This design comes from an exercise in tuning for small area, a short achievable clock period and few clock cycles per item on the open sky130 flow, not from production work.
Only simulation tests tie the RTL to the original design; equivalence was not proved.
Power is estimated from default activity; no workload was simulated.

==> flow/design.v (excerpt) <==
module divide(clk, rst, new_inp, dvdend, len_a, dvsor, len_b, quotient, remainder, count_add, count_sub, done);
	input clk;
	input rst;
	input new_inp;
	input [31:0] dvdend, dvsor;
	input [4:0] len_a, len_b;
	output [31:0] quotient, remainder;
	output reg done;
	output reg [4:0] count_add, count_sub;
	reg [30:0] q;       
	reg [30:0] r;       
	reg z;              
	reg [30:0] h;       
	reg [3:0] m;        
	wire [5:0] sd = {1'b0, len_a} - {1'b0, len_b};
	wire bz = (dvsor[30:0] == 31'd0);
	wire lt = sd[5];
	wire [33:0] xa = {3'b000, r};
	wire [33:0] xb = ~{3'b000, h};
	wire [33:0] xc = ~{2'b00, h, 1'b0};
	wire [33:0] cs_s = xa ^ xb ^ xc;
	wire [33:0] cs_c = {(xa[32:0] & xb[32:0]) | (xa[32:0] & xc[32:0]) | (xb[32:0] & xc[32:0]), 1'b1};
	wire [31:0] a1_a = {1'b0,r};
	wire [31:0] a1_b = ~{1'b0,h};
	wire [31:0] a1_p = a1_a ^ a1_b;
	wire [31:0] a1_g = a1_a & a1_b;
	wire a1_gc = a1_g[0] | a1_p[0];
	wire a1_n1_g = a1_g[1] | (a1_p[1] & a1_gc);
	wire a1_n2_g = a1_g[3] | (a1_p[3] & a1_g[2]);
	wire a1_n2_p = a1_p[3] & a1_p[2];
	wire a1_n3_g = a1_g[5] | (a1_p[5] & a1_g[4]);
	wire a1_n3_p = a1_p[5] & a1_p[4];
	wire a1_n4_g = a1_g[7] | (a1_p[7] & a1_g[6]);
	wire a1_n4_p = a1_p[7] & a1_p[6];
  ...
Settings: LEC_CHECK=0, ABC_AREA=1, CAP_MARGIN=20, CORE_MARGIN=2, CORE_UTILIZATION=40, SETUP_SLACK_MARGIN=2.7, SLEW_MARGIN=20, DONT_USE_CELLS=sky130_fd_sc_hd__fa_1 sky130_fd_sc_hd__fa_2 sky130_fd_sc_hd__fa_4 sky130_fd_sc_hd__ha_1 sky130_fd_sc_hd__ha_2 sky130_fd_sc_hd__ha_4, BUFFER_PORTS_ARGS=-buffer_cell sky130_fd_sc_hd__buf_1; clock period 6.0 ns.
standard.sh (not shown) runs the stock make flow with config.mk's settings and CLKGATE_MAP_FILE= SYNTH_SCRIPT=/design/flow/synth_recipe.tcl, a recipe that flattens the netlist after the stock synthesis.
==> flow/flow/run.sh <==
#!/bin/bash
# The standard layout (standard.sh: ORFS synthesis and every layout step
# unchanged) with two library choices added to config.mk:
#  - full and half adder cells are not used, so Yosys leaves adders to abc
#    as plain gates (faster than the fa/ha cells);
#  - buffer_ports inserts plain buf_1 port buffers (sized up later by the
#    repair steps where needed) instead of the delay cells it picks by default.
# Make's full output, with every tool's, goes to flow.log; ORFS also keeps
# each step's log under orfs/logs.
set -euo pipefail
cat >> config.mk <<'EOC'
export DONT_USE_CELLS = sky130_fd_sc_hd__fa_1 sky130_fd_sc_hd__fa_2 sky130_fd_sc_hd__fa_4 sky130_fd_sc_hd__ha_1 sky130_fd_sc_hd__ha_2 sky130_fd_sc_hd__ha_4
export BUFFER_PORTS_ARGS = -buffer_cell sky130_fd_sc_hd__buf_1
EOC
bash standard.sh finish > flow.log 2>&1
Testbench counts at the start, summed over its fixed seeds: cycles 21,027, items 4,000.
Change:
Settings changed: SETUP_SLACK_MARGIN 2.7 to 2.3.
Clock power stays flat; final cell count came out lower by 0.48%; critical path depth does not change; power came out lower by 2.1%; final area drops by 1.2%; via count came out lower by 0.92%.
Change:
Settings changed: SETUP_SLACK_MARGIN 2.3 to 3.0.
=> The new run completed without violations. Worst setup slack gains 0.52 ns. Power is higher by about a fifth. Fmax grows by about a fifth. Global-route usage goes up by 0.81 points. Final area went up by roughly a tenth. Clock-buffer cell count does not change. Worst hold slack barely changes. Via count rises by a few percent.

========
## job 101
Starting RTL as in the previous note.
Settings: LEC_CHECK=0, ABC_AREA=1, CAP_MARGIN=20, CORE_MARGIN=2, CORE_UTILIZATION=40, SETUP_SLACK_MARGIN=1.8, SLEW_MARGIN=20, DONT_USE_CELLS=sky130_fd_sc_hd__fa_1 sky130_fd_sc_hd__fa_2 sky130_fd_sc_hd__fa_4 sky130_fd_sc_hd__ha_1 sky130_fd_sc_hd__ha_2 sky130_fd_sc_hd__ha_4, BUFFER_PORTS_ARGS=-buffer_cell sky130_fd_sc_hd__buf_1; clock period 6.0 ns.
Scripts as last shown in full above: flow/flow/run.sh
Testbench counts of job 101, summed over its fixed seeds: cycles 21,027, items 4,000.
What job 102 does differently from job 101 at the input level:
Settings: a change of SETUP_SLACK_MARGIN from 1.8 to 3.4.
Summary of job 102 over job 101: worst-case setup slack after placement up 180 ps, met3 demand-to-capacity share in global routing rose by 0.99 points. Compared with job 101, job 102 supports a higher clock frequency. Job 102 against job 101; power density over the cells is up by a few percent. From job 101 to job 102 the numbers moved as follows: total wire length after detailed routing now larger, combinational group share of total power up 8.3 points.
The following lists how job 103 was set up differently from job 102:
Settings: changing SETUP_SLACK_MARGIN from 3.4 to 3.2.
### Flow results
Summary — number of non-clock inverters, job 103 relative to job 102: lower, by 3.
Where cell area is concerned, job 102 is outperformed by job 103.
Job 102 → job 103: register-to-register setup slack saw an increase; total of cells resized after clock tree synthesis dropped 184.
Job 103 against job 102: relative contribution of combinational cells to total power went down, met3 layer wire length in the routed design fell 26%, wire length dropped 11%.
Re clock buffer count: no difference whatsoever between job 102 and job 103.
Between job 103 and job 102, the clock skew does not differ in any meaningful way.

-- port drivers added, routing unchanged --
In the flow no input, the clock included, has a driving cell. The finished layouts below were timed again as built, in two steps. Step 1: set_driving_cell puts a clkbuf_16 on clk and a buf_2 on each other input, an assumption about the parent block. Step 2 moves the port delays by t, midway between the first and last clock arrival at a register: inputs arrive t later, outputs are due t later. That takes back most of the time a late clock gives input paths. a / b / c = no drivers / after step 1 / after step 2; a / b = the first two.
run | t, ns | slack for setup (ns) | worst register clock-pin slew, ns
the first run of note 1 | 0.418 | 2.855 / 2.882 / 2.464 | 0.10 / 0.10
the second run of note 1 | 0.418 | 2.558 / 2.585 / 2.166 | 0.10 / 0.10
the third run of note 1 | 0.422 | 3.074 / 3.102 / 2.680 | 0.10 / 0.10
job 101 | 0.417 | 2.198 / 2.225 / 1.807 | 0.10 / 0.10
job 102 | 0.423 | 3.090 / 3.108 / 2.684 | 0.11 / 0.11
job 103 | 0.410 | 3.141 / 3.151 / 2.741 | 0.10 / 0.10
After both steps setup and hold are still met in every run listed. The setup slack of job 102, which loses most, moves by +0.018 ns with the drivers and by -0.406 ns with both steps.
